What follows belongs to an exercise in optimizing a design on an open flow for small area, a short achievable clock period and few clock cycles; a production flow would make more cautious choices. The RTL was checked by simulation tests, not by an equivalence proof against the original design. Power and IR drop assume default switching activity.

Design pipeline, start of the top module:
module pipeline (clk, reset, imem_addr, imem_rdata, dmem_addr, dmem_wdata, dmem_we, dmem_rdata);
For scale: about 4900 cells after synthesis, ~56000 um2 of cells after synthesis.
==> module pipeline, before the edit <==
module pipeline (clk, reset, imem_addr, imem_rdata, dmem_addr, dmem_wdata, dmem_we, dmem_rdata);
    input           clk, reset;
    output  [31:0]  imem_addr;
    input   [31:0]  imem_rdata;
    output  [31:0]  dmem_addr, dmem_wdata;
    output          dmem_we;
    input   [31:0]  dmem_rdata;
    reg     [31:2]  pc;
    reg             d_v;
    reg     [31:0]  d_ir;
    reg     [3:0]   d_rs_hi, d_rt_hi;
    reg     [7:0]   d_rs_lo, d_rt_lo;
    reg             d_bt_c;      
    reg     [9:2]   d_pclo;      
    reg             e_wr, e_lw, e_sw, e_br, e_bne;
    reg             e_sub, e_and, e_or, e_slt;
    reg     [4:0]   e_rd;
    reg     [31:0]  e_a;         
    reg     [31:0]  e_b;         
    reg     [31:0]  e_c;         
    reg             e_pred;
    reg             e_skip1;     
    reg             m_wr, m_lw, m_we;
    reg     [4:0]   m_rd;
    reg     [31:0]  m_res, m_sd;
    wire            mispred;
    wire    [31:2]  e_alt;
    wire    [31:0]  res;
    wire            ld_use;
    wire    [31:0]  inst    = imem_rdata;
    wire    [31:2]  pc_next;
    wire            f_bt_c;
    wire    [9:2]   f_pclo;
    wire            f_nseq;
    fetch_next fnext(pc_next, f_bt_c, f_pclo, f_nseq, pc, inst, mispred, ld_use, e_alt);
    wire    [5:0]   op   = d_ir[31:26];
    wire    [5:0]   fn   = d_ir[5:0];
    wire    [4:0]   rs   = d_ir[25:21];
    wire    [4:0]   rt   = d_ir[20:16];
    wire    [4:0]   rdf  = d_ir[15:11];
    wire    [15:0]  imm  = d_ir[15:0];
    wire            is_r    = op == 6'h00;
    wire            is_beq  = op == 6'h04;
    wire            is_bne  = op == 6'h05;
    wire            is_addi = op == 6'h08;
    wire            is_andi = op == 6'h0C;
    wire            is_lw   = op == 6'h23;
    wire            is_sw   = op == 6'h2B;
    wire            is_br   = is_beq | is_bne;
    wire            use_rs  = is_r | is_br | is_addi | is_andi | is_lw | is_sw;
    wire            use_rt  = is_r | is_br | is_sw;
    wire            wr_rt   = is_addi | is_andi | is_lw;
    wire    [4:0]   dst     = is_r ? rdf : (wr_rt ? rt : 5'd0);
    wire            f_add   = is_r & (fn == 6'h20);
    wire            f_sub   = is_r & (fn == 6'h22);
    wire            f_or    = is_r & (fn == 6'h25);
    wire            f_slt   = is_r & (fn == 6'h2A);
    wire            f_and   = (is_r & ~f_add & ~f_sub & ~f_or & ~f_slt) | is_andi;
    wire    [31:0]  w_data  = m_lw ? dmem_rdata : m_res;
    reg     [31:0]  rf [1:31];
    reg     [31:1]  rf_v;
    wire    [31:1]  wsel, rd_en, sel_a, sel_b;
    genvar          g;
    generate
        for (g = 1; g < 32; g = g + 1) begin : rfw
            assign wsel[g]  = m_wr && m_rd == g;
            assign rd_en[g] = rf_v[g];
            assign sel_a[g] = rd_en[g] && d_rs_hi[g / 8] && d_rs_lo[g % 8];
            assign sel_b[g] = rd_en[g] && d_rt_hi[g / 8] && d_rt_lo[g % 8];
            wire    [31:0]  rf_d;
            wire            nwsel = !wsel[g];
            hold_or_load hl [31:0] (rf_d, wsel[g], nwsel, w_data, rf[g]);
            always @(posedge clk)
                rf[g] <= rf_d;
        end
    endgenerate
    always @(posedge clk or posedge reset) begin
        if (reset)
            rf_v <= 31'b0;
        else
            rf_v <= rf_v | wsel;
    end
    wire    [32*31-1:0] rf_all;
    generate
        for (g = 1; g < 32; g = g + 1) begin : rfa
            assign rf_all[32*(g-1) +: 32] = rf[g];
        end
    endgenerate
    wire            byp_a   = m_wr && m_rd == rs && rs != 5'd0;
    wire            byp_b   = m_wr && m_rd == rt && rt != 5'd0;
    wire            fwd_a   = e_wr && !e_lw && e_rd == rs;
    wire            fwd_b   = e_wr && !e_lw && e_rd == rt;
    wire    [31:0]  e_a_d, e_b_d, e_c_d, e_a_d2;
    wire    [31:0]  e_b_imm;
    wire    [31:0]  t_a, t_b;
    rf_tree tra(t_a, sel_a, rf_all);
    rf_tree trb(t_b, sel_b, rf_all);
    operand_mux oma(e_a_d, e_a_d2, t_a, byp_a, fwd_a, 1'b1, w_data, res, 32'b0);
    operand_mux omb(e_c_d, e_b_d, t_b, byp_b, fwd_b, is_r, w_data, res, e_b_imm);
    assign          ld_use  = d_v && e_wr && e_lw && ((use_rs && e_rd == rs) || (use_rt && e_rd == rt));
    wire    [31:0]  ext     = {{16{imm[15]}}, imm};
    wire            d_back  = (imm[15:8] == 8'hFF) & d_bt_c;
    wire    [31:2]  br_alt  = d_back ? {pc[31:10], d_pclo} : pc + {{14{imm[15]}}, imm};
    wire            d_pred  = is_br & d_back;
    assign          e_b_imm = is_br ? {2'b00, br_alt} : ext;
    wire            d_go    = d_v && !ld_use && !mispred && !skip1;
    wire            d_br    = is_br && imm != 16'd0;
    wire    [32:0]  sum     = {1'b0, e_a} + {1'b0, e_b ^ {32{e_sub}}} + {32'b0, e_sub};
    assign          res     = e_and ? (e_a & e_b) :
                              e_or  ? (e_a | e_b) :
                              e_slt ? {31'b0, ~sum[32]} :
                                      sum[31:0];
    wire            eq      = e_a == e_c;
    wire            taken   = eq ^ e_bne;
    wire            skip1   = e_br && taken && e_skip1;
    assign          mispred = e_br && (taken ^ e_pred) && !e_skip1;
    assign          e_alt   = e_b[29:0];
    always @(posedge clk or posedge reset) begin
        if (reset) begin
            pc      <= 30'b0;
            d_v     <= 1'b0;
            e_wr    <= 1'b0;
            e_lw    <= 1'b0;
            e_sw    <= 1'b0;
            e_br    <= 1'b0;
            m_wr    <= 1'b0;
            m_we    <= 1'b0;
        end else begin
            pc      <= pc_next;
            if (!ld_use)
                d_v <= !mispred;
            e_wr    <= d_go && dst != 5'd0;
            e_lw    <= d_go && is_lw;
            e_sw    <= d_go && is_sw;
            e_br    <= d_go && d_br;
            m_wr    <= e_wr;
            m_we    <= e_sw;
        end
    end
    always @(posedge clk) begin
        if (!ld_use) begin
            d_ir    <= inst;
            d_rs_hi <= 4'b1 << inst[25:24];
            d_rs_lo <= 8'b1 << inst[23:21];
            d_rt_hi <= 4'b1 << inst[20:19];
            d_rt_lo <= 8'b1 << inst[18:16];
            d_bt_c  <= f_bt_c;
            d_pclo  <= f_pclo;
        end
        e_rd        <= dst;
        e_bne       <= is_bne;
        e_pred      <= d_pred;
        e_skip1     <= imm == 16'd1 && !f_nseq;
        e_sub       <= f_sub | f_slt;
        e_and       <= f_and;
        e_or        <= f_or;
        e_slt       <= f_slt;
        e_a         <= e_a_d;
        e_b         <= e_b_d;
        e_c         <= e_c_d;
        m_lw        <= e_lw;
        m_rd        <= e_rd;
        m_res       <= res;
        m_sd        <= e_c;
    end
    assign imem_addr  = {pc, 2'b00};
    assign dmem_addr  = m_res;
    assign dmem_wdata = m_sd;
    assign dmem_we    = m_we;
endmodule
export LEC_CHECK = 0
export CAP_MARGIN = 30
export CORE_MARGIN = 2
export CORE_UTILIZATION = 40
export SLEW_MARGIN = 30
export SYNTH_HIERARCHICAL = 1
create_clock -name core_clock -period 12.0 [get_ports {clk}]
standard.sh (not shown) runs the stock make flow with config.mk's settings and CLKGATE_MAP_FILE= SYNTH_SCRIPT=/design/flow/synth_recipe.tcl, a recipe that flattens the netlist after the stock synthesis.
==> flow/flow/run.sh <==
#!/bin/bash
# Own flow: the standard synthesis and layout with these changes:
#  - timing repair is asked for more setup slack than the 12 ns clock needs,
#    so that it shortens the paths (SETUP_SLACK_MARGIN), working on the worst
#    half of the failing endpoints (TNS_END_PERCENT);
#  - floorplan removes synthesis's buffers instead of a first repair pass;
#  - port buffers are buf_2 rather than the slow delay buffer picked by default;
#  - larger clock-tree sink clusters, so fewer clock buffers;
set -euo pipefail
cd "$(dirname "${BASH_SOURCE[0]}")/.."
bash standard.sh synth > synth.log 2>&1
# the platform's don't-use list, and the cells repair may not use here
DU=""
for c in \
          probe_p_8 probec_p_8 lpflow_bleeder_1 lpflow_clkbufkapwr_1 lpflow_clkbufkapwr_16 \
          lpflow_clkbufkapwr_2 lpflow_clkbufkapwr_4 lpflow_clkbufkapwr_8 lpflow_clkinvkapwr_1 \
          lpflow_clkinvkapwr_16 lpflow_clkinvkapwr_2 lpflow_clkinvkapwr_4 lpflow_clkinvkapwr_8 \
          lpflow_decapkapwr_12 lpflow_decapkapwr_3 lpflow_decapkapwr_4 lpflow_decapkapwr_6 \
          lpflow_decapkapwr_8 lpflow_inputiso0n_1 lpflow_inputiso0p_1 lpflow_inputiso1n_1 \
          lpflow_inputiso1p_1 lpflow_inputisolatch_1 lpflow_isobufsrc_1 lpflow_isobufsrc_16 \
          lpflow_isobufsrc_2 lpflow_isobufsrc_4 lpflow_isobufsrc_8 lpflow_isobufsrckapwr_16 \
          lpflow_lsbuf_lh_hl_isowell_tap_1 lpflow_lsbuf_lh_hl_isowell_tap_2 \
          lpflow_lsbuf_lh_hl_isowell_tap_4 lpflow_lsbuf_lh_isowell_4 \
          lpflow_lsbuf_lh_isowell_tap_1 lpflow_lsbuf_lh_isowell_tap_2 \
          lpflow_lsbuf_lh_isowell_tap_4 \
         clkinvlp_2 clkinvlp_4 clkdlybuf4s15_1 clkdlybuf4s15_2 clkdlybuf4s18_1 clkdlybuf4s18_2 \
         clkdlybuf4s25_1 clkdlybuf4s25_2 clkdlybuf4s50_1 clkdlybuf4s50_2 dlygate4sd1_1 \
         dlygate4sd2_1 dlygate4sd3_1 dlymetal6s2s_1 dlymetal6s4s_1 dlymetal6s6s_1; do
    DU="$DU sky130_fd_sc_hd__$c"
done
echo "DONT_USE_CELLS=$DU" > dont_use.log
bash standard.sh \
    SETUP_SLACK_MARGIN=8.35 TNS_END_PERCENT=50 REMOVE_ABC_BUFFERS=1 \
    "BUFFER_PORTS_ARGS=-buffer_cell sky130_fd_sc_hd__buf_2" \
    CTS_CLUSTER_SIZE=20 CTS_CLUSTER_DIAMETER=100 CTS_BUF_LIST=sky130_fd_sc_hd__clkbuf_16 \
    "DONT_USE_CELLS=$DU" \
    finish > layout.log 2>&1
Testbench counts at the start, summed over its fixed seeds: cycles 38,424.
Rerun with:
--- a/flow/design.v
+++ b/flow/design.v
@@ -8,10 +8,8 @@
     input   [31:0]  dmem_rdata;
     reg     [31:2]  pc;
     reg             d_v;
     reg     [31:0]  d_ir;
-    reg     [3:0]   d_rs_hi, d_rt_hi;
-    reg     [7:0]   d_rs_lo, d_rt_lo;
     reg             d_bt_c;      
     reg     [9:2]   d_pclo;      
     reg             e_wr, e_lw, e_sw, e_br, e_bne;
     reg             e_sub, e_and, e_or, e_slt;
@@ -65,10 +63,10 @@
     generate
         for (g = 1; g < 32; g = g + 1) begin : rfw
             assign wsel[g]  = m_wr && m_rd == g;
             assign rd_en[g] = rf_v[g];
-            assign sel_a[g] = rd_en[g] && d_rs_hi[g / 8] && d_rs_lo[g % 8];
-            assign sel_b[g] = rd_en[g] && d_rt_hi[g / 8] && d_rt_lo[g % 8];
+            assign sel_a[g] = rd_en[g] && rs == g;
+            assign sel_b[g] = rd_en[g] && rt == g;
             wire    [31:0]  rf_d;
             wire            nwsel = !wsel[g];
             hold_or_load hl [31:0] (rf_d, wsel[g], nwsel, w_data, rf[g]);
             always @(posedge clk)
@@ -140,12 +138,8 @@
     end
     always @(posedge clk) begin
         if (!ld_use) begin
             d_ir    <= inst;
-            d_rs_hi <= 4'b1 << inst[25:24];
-            d_rs_lo <= 8'b1 << inst[23:21];
-            d_rt_hi <= 4'b1 << inst[20:19];
-            d_rt_lo <= 8'b1 << inst[18:16];
             d_bt_c  <= f_bt_c;
             d_pclo  <= f_pclo;
         end
         e_rd        <= dst;
Effect:
- The changed run ran to the end with no violations
- area after synthesis fell by 1.5%
- cell area decreases by 0.89%
- power decreases by 0.67%
- worst setup slack improves by 0.043 ns
- global-route usage decreases by 0.97 points
- clock skew is about the same
- die area decreases by 1.4%
- final cell count is about the same
- routed wire length went down by 3.1%
- clock-buffer cell count climbs by 1
- combinational power rises by about 4%
- non-clock buffer count rises by 76
Testbench counts after the change, summed over its fixed seeds: cycles 38,424.

re-timing with driven ports:
In the flow no input, the clock included, has a driving cell. The finished layouts below were timed again as built, in two steps. Step 1 sets driving cells, clkbuf_16 on the clock port and buf_2 on the other inputs (assumed; they add their load-dependent delay and slew). Step 2 times the ports against the registers' clock, not the clock port: input delays grow and output delays shrink by t, the midpoint of the rising clock arrivals with the driver on. Slacks: ideal / step 1 / step 2; pairs: ideal / step 1.
| run | t, ns | slack for setup (ns) | hold WS [ns] | slew at the worst register clock pin (ns) |
|---|---|---|---|---|
| the first run | 0.803 | 8.161 / 8.133 / 7.633 | 0.345 / 0.345 / 0.345 | 0.10 / 0.10 |
| the second run | 0.796 | 8.205 / 8.146 / 7.694 | 0.373 / 0.373 / 0.373 | 0.10 / 0.10 |
After both steps every run listed still meets setup and hold. For the first run, which loses most, drivers alone change the setup slack by -0.028 ns; drivers and shift together by -0.528 ns.
